This design comes from an exercise in tuning for small area, a short achievable clock period and few clock cycles per item on the open sky130 flow, not from production work.
At most, simulation tests tie the RTL to the original design; equivalence was not proved.

==> flow/design.v (excerpt) <==
module pipelined(
    input  wire              clk,
    input  wire              rst,
    input  wire              in_valid,
    output wire              in_ready,
    input  wire signed [15:0] a,
    input  wire signed [15:0] b,
    input  wire signed [15:0] c,
    input  wire signed [15:0] d,
    input  wire signed [15:0] e,
    output reg               out_valid,
    input  wire              out_ready,
    output wire signed [31:0] y
);
Size: roughly 1700 cells after synthesis, roughly 250 flip-flops, roughly 120 I/O pins.
==> flow/config.mk <==
export PLATFORM = sky130hd
export DESIGN_NAME = pipelined
export DESIGN_NICKNAME = pipelined
export VERILOG_FILES = /design/flow/design.v
export SDC_FILE = /design/flow/constraint.sdc
export NUM_CORES = 4
export LEC_CHECK = 0
export ABC_AREA = 1
export CAP_MARGIN = 20
export CORE_MARGIN = 2
export CORE_UTILIZATION = 40
export CTS_CLUSTER_DIAMETER = 80
export CTS_CLUSTER_SIZE = 40
export SETUP_SLACK_MARGIN = 4.2
export SLEW_MARGIN = 20
==> flow/constraint.sdc <==
create_clock -name core_clock -period 8.0 [get_ports {clk}]
set_input_delay 1.6000 -clock core_clock [delete_from_list [all_inputs] [get_ports {clk}]]
set_output_delay 1.6000 -clock core_clock [all_outputs]
set_load 0.01 [all_outputs]
standard.sh (not shown) runs the stock make flow with config.mk's settings and CLKGATE_MAP_FILE= SYNTH_SCRIPT=/design/flow/synth_recipe.tcl, a recipe that flattens the netlist after the stock synthesis.
==> flow/flow/run.sh <==
#!/bin/bash
# Standard ORFS layout, except that Yosys's "synth" runs with -noabc, so the quick
# ABC pass before full-adder extraction does not scramble the adder tree's polarity.
set -euo pipefail
sed 's/yosys synth -nofsm -noshare {\*}\$args/yosys synth -nofsm -noshare -noabc {*}$args/' synth_recipe.tcl > flow/noabc_synth.tcl
grep -q -- '-noabc' flow/noabc_synth.tcl
sed "s#SYNTH_SCRIPT=[^ ]*#SYNTH_SCRIPT=$PWD/flow/noabc_synth.tcl#" standard.sh > flow/standard_noabc.sh
grep -q noabc_synth flow/standard_noabc.sh
bash flow/standard_noabc.sh "BUFFER_PORTS_ARGS=-buffer_cell sky130_fd_sc_hd__buf_1" finish > standard.log 2>&1
==> flow/flow/noabc_synth.tcl <==
proc synth {args} { yosys synth -nofsm -noshare -noabc {*}$args }
source $::env(SCRIPTS_DIR)/synth.tcl
# left out here: clear keep_hierarchy, flatten, clean up, hide names made inside functions, write 1_2_yosys.v
==> flow/flow/standard_noabc.sh <==
#!/bin/bash
# The standard flow's own layout of this design, on the ORFS make targets given (by default finish). After
# finish it leaves the final layout's DEF at /design/flow/out/final.def.
set -euo pipefail
make -C /OpenROAD-flow-scripts/flow DESIGN_CONFIG=/design/flow/config.mk WORK_HOME=/design/flow/orfs CLKGATE_MAP_FILE= SYNTH_SCRIPT=/design/flow/flow/noabc_synth.tcl ABC_AREA=1 CAP_MARGIN=20 CORE_MARGIN=2 CORE_UTILIZATION=40 CTS_CLUSTER_DIAMETER=80 CTS_CLUSTER_SIZE=40 SETUP_SLACK_MARGIN=4.2 SLEW_MARGIN=20 "${@:-finish}"
if [[ -f /design/flow/orfs/results/sky130hd/pipelined/base/6_final.odb ]]; then
  : # left out here: write the final layout as DEF
fi
Testbench counts at the start, summed over its fixed seeds: cycles 32,024, items 32,000.
Change:
==> flow/flow/standard_noabc.sh (replaced) <==
#!/bin/bash
# The standard flow's own layout of this design, on the ORFS make targets given (by default finish). After
# finish it leaves the final layout's DEF at /design/flow/out/final.def.
set -euo pipefail
make -C /OpenROAD-flow-scripts/flow DESIGN_CONFIG=/design/flow/config.mk WORK_HOME=/design/flow/orfs CLKGATE_MAP_FILE= SYNTH_SCRIPT=/design/flow/flow/noabc_synth.tcl ABC_AREA=1 CAP_MARGIN=20 CORE_MARGIN=2 CORE_UTILIZATION=60 PLACE_DENSITY=0.75 SETUP_SLACK_MARGIN=4.2 SLEW_MARGIN=20 "${@:-finish}"
if [[ -f /design/flow/orfs/results/sky130hd/pipelined/base/6_final.odb ]]; then
  : # left out here: write the final layout as DEF
fi
Settings changed: CORE_UTILIZATION 40 to 60, CTS_CLUSTER_DIAMETER 80 to default, CTS_CLUSTER_SIZE 40 to default, PLACE_DENSITY from default to 0.75.
Outcome: The changed run finished with timing, DRC and antenna clean. Clock-buffer cell count goes up by 12. Worst setup slack got worse by 0.026 ns. Wire length goes down by 4.1%. Cell area barely changes.
Change:
==> flow/flow/standard_noabc.sh (replaced) <==
#!/bin/bash
# The standard flow's own layout of this design, on the ORFS make targets given (by default finish). After
# finish it leaves the final layout's DEF at /design/flow/out/final.def.
set -euo pipefail
make -C /OpenROAD-flow-scripts/flow DESIGN_CONFIG=/design/flow/config.mk WORK_HOME=/design/flow/orfs CLKGATE_MAP_FILE= SYNTH_SCRIPT=/design/flow/flow/noabc_synth.tcl ABC_AREA=1 CAP_MARGIN=20 CORE_MARGIN=2 CORE_UTILIZATION=40 'CTS_BUF_LIST=sky130_fd_sc_hd__clkbuf_4 sky130_fd_sc_hd__clkbuf_8' SETUP_SLACK_MARGIN=4.2 SLEW_MARGIN=20 "${@:-finish}"
if [[ -f /design/flow/orfs/results/sky130hd/pipelined/base/6_final.odb ]]; then
  : # left out here: write the final layout as DEF
fi
Settings changed: CORE_UTILIZATION 60 to 40, CTS_BUF_LIST from default to sky130_fd_sc_hd__clkbuf_4 sky130_fd_sc_hd__clkbuf_8, PLACE_DENSITY 0.75 to default.
Effect:
- The changed run passed the timing, DRC and antenna checks
- worst setup slack gains 0.028 ns
- synthesized area is unchanged
- maximum frequency rises slightly
- design area rises slightly
- die area rises by well over a third
- global-route usage falls by 8.4 points
- count of clock-buffer cells in the layout rises by 29
- first-iteration DRC count falls by about a fifth
- non-clock buffer count falls by 5
- wire length rises by a few percent
Change:
==> flow/flow/standard_noabc.sh (replaced) <==
#!/bin/bash
# The standard flow's own layout of this design, on the ORFS make targets given (by default finish). After
# finish it leaves the final layout's DEF at /design/flow/out/final.def.
set -euo pipefail
make -C /OpenROAD-flow-scripts/flow DESIGN_CONFIG=/design/flow/config.mk WORK_HOME=/design/flow/orfs CLKGATE_MAP_FILE= SYNTH_SCRIPT=/design/flow/flow/noabc_synth.tcl ABC_AREA=1 CAP_MARGIN=20 CORE_MARGIN=2 CORE_UTILIZATION=40 CTS_CLUSTER_SIZE=30 SETUP_SLACK_MARGIN=4.2 SLEW_MARGIN=20 "${@:-finish}"
if [[ -f /design/flow/orfs/results/sky130hd/pipelined/base/6_final.odb ]]; then
  : # left out here: write the final layout as DEF
fi
Settings changed: CTS_BUF_LIST sky130_fd_sc_hd__clkbuf_4 sky130_fd_sc_hd__clkbuf_8 to default, CTS_CLUSTER_SIZE from default to 30.
- count of clock-buffer cells in the layout is lower by 29
- final area stays flat
- hold slack stays flat
- die area is unchanged
- final cell count is lower slightly
Change:
==> flow/flow/standard_noabc.sh (replaced) <==
#!/bin/bash
# The standard flow's own layout of this design, on the ORFS make targets given (by default finish). After
# finish it leaves the final layout's DEF at /design/flow/out/final.def.
set -euo pipefail
make -C /OpenROAD-flow-scripts/flow DESIGN_CONFIG=/design/flow/config.mk WORK_HOME=/design/flow/orfs CLKGATE_MAP_FILE= SYNTH_SCRIPT=/design/flow/flow/noabc_synth.tcl ABC_AREA=1 CAP_MARGIN=20 CORE_MARGIN=2 CORE_UTILIZATION=40 GPL_TIMING_DRIVEN=0 SETUP_SLACK_MARGIN=4.2 SLEW_MARGIN=20 "${@:-finish}"
if [[ -f /design/flow/orfs/results/sky130hd/pipelined/base/6_final.odb ]]; then
  : # left out here: write the final layout as DEF
fi
Settings changed: CTS_CLUSTER_SIZE 30 to default, GPL_TIMING_DRIVEN from default to 0.
The new run went through all stages and came out clean.
Count of clock-buffer cells in the layout went up by 12.
Non-clock buffer count is higher by 164.
Maximum frequency drops slightly.

========
pipelined, a different RTL version from the one above (not shown whole).
Size in the first run: roughly 1600 cells after synthesis, roughly 250 flip-flops, roughly 120 I/O pins.
Settings: LEC_CHECK=0, ABC_AREA=0, CAP_MARGIN=20, CORE_MARGIN=2, CORE_UTILIZATION=40, SETUP_SLACK_MARGIN=4.2, SLEW_MARGIN=20; clock period 8.0 ns.
==> flow/flow/standard_noabc.sh <==
#!/bin/bash
# The standard flow's own layout of this design, on the ORFS make targets given (by default finish). After
# finish it leaves the final layout's DEF at /design/flow/out/final.def.
set -euo pipefail
make -C /OpenROAD-flow-scripts/flow DESIGN_CONFIG=/design/flow/config.mk WORK_HOME=/design/flow/orfs CLKGATE_MAP_FILE= SYNTH_SCRIPT=/design/flow/flow/noabc_synth.tcl ABC_AREA=0 CAP_MARGIN=20 CORE_MARGIN=2 CORE_UTILIZATION=40 SETUP_SLACK_MARGIN=4.2 SLEW_MARGIN=20 "${@:-finish}"
if [[ -f /design/flow/orfs/results/sky130hd/pipelined/base/6_final.odb ]]; then
  : # left out here: write the final layout as DEF
fi
Scripts as last shown in full above: flow/flow/run.sh, flow/flow/noabc_synth.tcl
Rerun with:
==> flow/flow/standard_noabc.sh (replaced) <==
#!/bin/bash
# The standard flow's own layout of this design, on the ORFS make targets given (by default finish). After
# finish it leaves the final layout's DEF at /design/flow/out/final.def.
set -euo pipefail
make -C /OpenROAD-flow-scripts/flow DESIGN_CONFIG=/design/flow/config.mk WORK_HOME=/design/flow/orfs CLKGATE_MAP_FILE= SYNTH_SCRIPT=/design/flow/flow/noabc_synth.tcl ABC_AREA=1 CAP_MARGIN=20 CORE_MARGIN=2 CORE_UTILIZATION=40 SETUP_SLACK_MARGIN=4.5 SLEW_MARGIN=20 "${@:-finish}"
if [[ -f /design/flow/orfs/results/sky130hd/pipelined/base/6_final.odb ]]; then
  : # left out here: write the final layout as DEF
fi
Settings changed: ABC_AREA 0 to 1, SETUP_SLACK_MARGIN 4.2 to 4.5.
The changed run passed the timing, DRC and antenna checks.
Hold slack loses 0.0042 ns.
Synthesized cell count climbs by 15%.
Synthesized area grows by 1.1%.
Global-route usage rose by 4.1 points.
Final cell count came out higher by 22%.
Non-clock buffer count grows by 197.
Rerun with:
==> flow/flow/standard_noabc.sh (replaced) <==
#!/bin/bash
# The standard flow's own layout of this design, on the ORFS make targets given (by default finish). After
# finish it leaves the final layout's DEF at /design/flow/out/final.def.
set -euo pipefail
make -C /OpenROAD-flow-scripts/flow DESIGN_CONFIG=/design/flow/config.mk WORK_HOME=/design/flow/orfs CLKGATE_MAP_FILE= SYNTH_SCRIPT=/design/flow/flow/noabc_synth.tcl ABC_AREA=1 CAP_MARGIN=20 CORE_MARGIN=2 CORE_UTILIZATION=40 SETUP_SLACK_MARGIN=4.2 SLEW_MARGIN=20 "${@:-finish}"
if [[ -f /design/flow/orfs/results/sky130hd/pipelined/base/6_final.odb ]]; then
  : # left out here: write the final layout as DEF
fi
Settings changed: SETUP_SLACK_MARGIN 4.5 to 4.2.
The new run produced a clean layout; die area is unchanged; final cell count drops by 6.8%; core utilization drops by 4.5 points.
Rerun with:
--- a/flow/flow/run.sh
+++ b/flow/flow/run.sh
@@ -7,3 +7,3 @@
 sed "s#SYNTH_SCRIPT=[^ ]*#SYNTH_SCRIPT=$PWD/flow/noabc_synth.tcl#" standard.sh > flow/standard_noabc.sh
 grep -q noabc_synth flow/standard_noabc.sh
-bash flow/standard_noabc.sh "BUFFER_PORTS_ARGS=-buffer_cell sky130_fd_sc_hd__buf_1" finish > standard.log 2>&1
+bash flow/standard_noabc.sh > standard.log 2>&1
==> flow/flow/standard_noabc.sh (replaced) <==
#!/bin/bash
# The standard flow's own layout of this design, on the ORFS make targets given (by default finish). After
# finish it leaves the final layout's DEF at /design/flow/out/final.def.
set -euo pipefail
make -C /OpenROAD-flow-scripts/flow DESIGN_CONFIG=/design/flow/config.mk WORK_HOME=/design/flow/orfs CLKGATE_MAP_FILE= SYNTH_SCRIPT=/design/flow/flow/noabc_synth.tcl ABC_AREA=1 CAP_MARGIN=20 CORE_MARGIN=2 CORE_UTILIZATION=40 SETUP_SLACK_MARGIN=4.9 SLEW_MARGIN=20 "${@:-finish}"
if [[ -f /design/flow/orfs/results/sky130hd/pipelined/base/6_final.odb ]]; then
  : # left out here: write the final layout as DEF
fi
Settings changed: SETUP_SLACK_MARGIN 4.2 to 4.9.
Outcome: The new run ran to the end with no violations. Via count climbs by 8.5%. Clock-buffer cell count increases by 1.
Function was not checked in any run of this note: the RTL went through the layout flow alone.

## afterwards: timing with drivers on the ports
No port has a modelled driver above. Below, the same layouts with a new extraction and two added sets of constraints. Step 1 (the two cells are an assumption about what drives the block):
set clk [get_ports {clk}]
set_driving_cell -lib_cell sky130_fd_sc_hd__clkbuf_16 $clk
set_driving_cell -lib_cell sky130_fd_sc_hd__buf_2 [delete_from_list [all_inputs] $clk]
Step 2 times the ports against the registers' clock, not the clock port: input delays grow and output delays shrink by t, the midpoint of the rising clock arrivals with the driver on. Three values: ideal ports, drivers, drivers and shift; two values: the first two.
| run | t (ns) | setup slack, ns | hold WS [ns] | pins driven straight from the clock port |
|---|---|---|---|---|
| the first run of note 1 | 0.601 | 4.302 / 4.302 / 4.302 | 0.454 / 0.454 / 0.454 | 1 |
| the second run of note 1 | 0.625 | 4.276 / 4.276 / 4.276 | 0.450 / 0.450 / 0.450 | 1 |
| the third run of note 1 | 0.672 | 4.304 / 4.304 / 4.304 | 0.450 / 0.450 / 0.450 | 1 |
| the fourth run of note 1 | 0.618 | 4.304 / 4.304 / 4.304 | 0.449 / 0.449 / 0.449 | 1 |
| the fifth run of note 1 | 0.623 | 4.246 / 4.246 / 4.246 | 0.451 / 0.451 / 0.451 | 1 |
| the first run of note 2 | 0.615 | 4.217 / 4.217 / 4.217 | 0.453 / 0.453 / 0.453 | 1 |
| the second run of note 2 | 0.649 | 4.531 / 4.531 / 4.531 | 0.449 / 0.449 / 0.449 | 1 |
| the third run of note 2 | 0.647 | 4.247 / 4.247 / 4.247 | 0.449 / 0.449 / 0.449 | 1 |
| the fourth run of note 2 | 0.643 | 4.691 / 4.691 / 4.691 | 0.448 / 0.448 / 0.448 | 1 |
After both steps setup and hold are still met in every run listed.
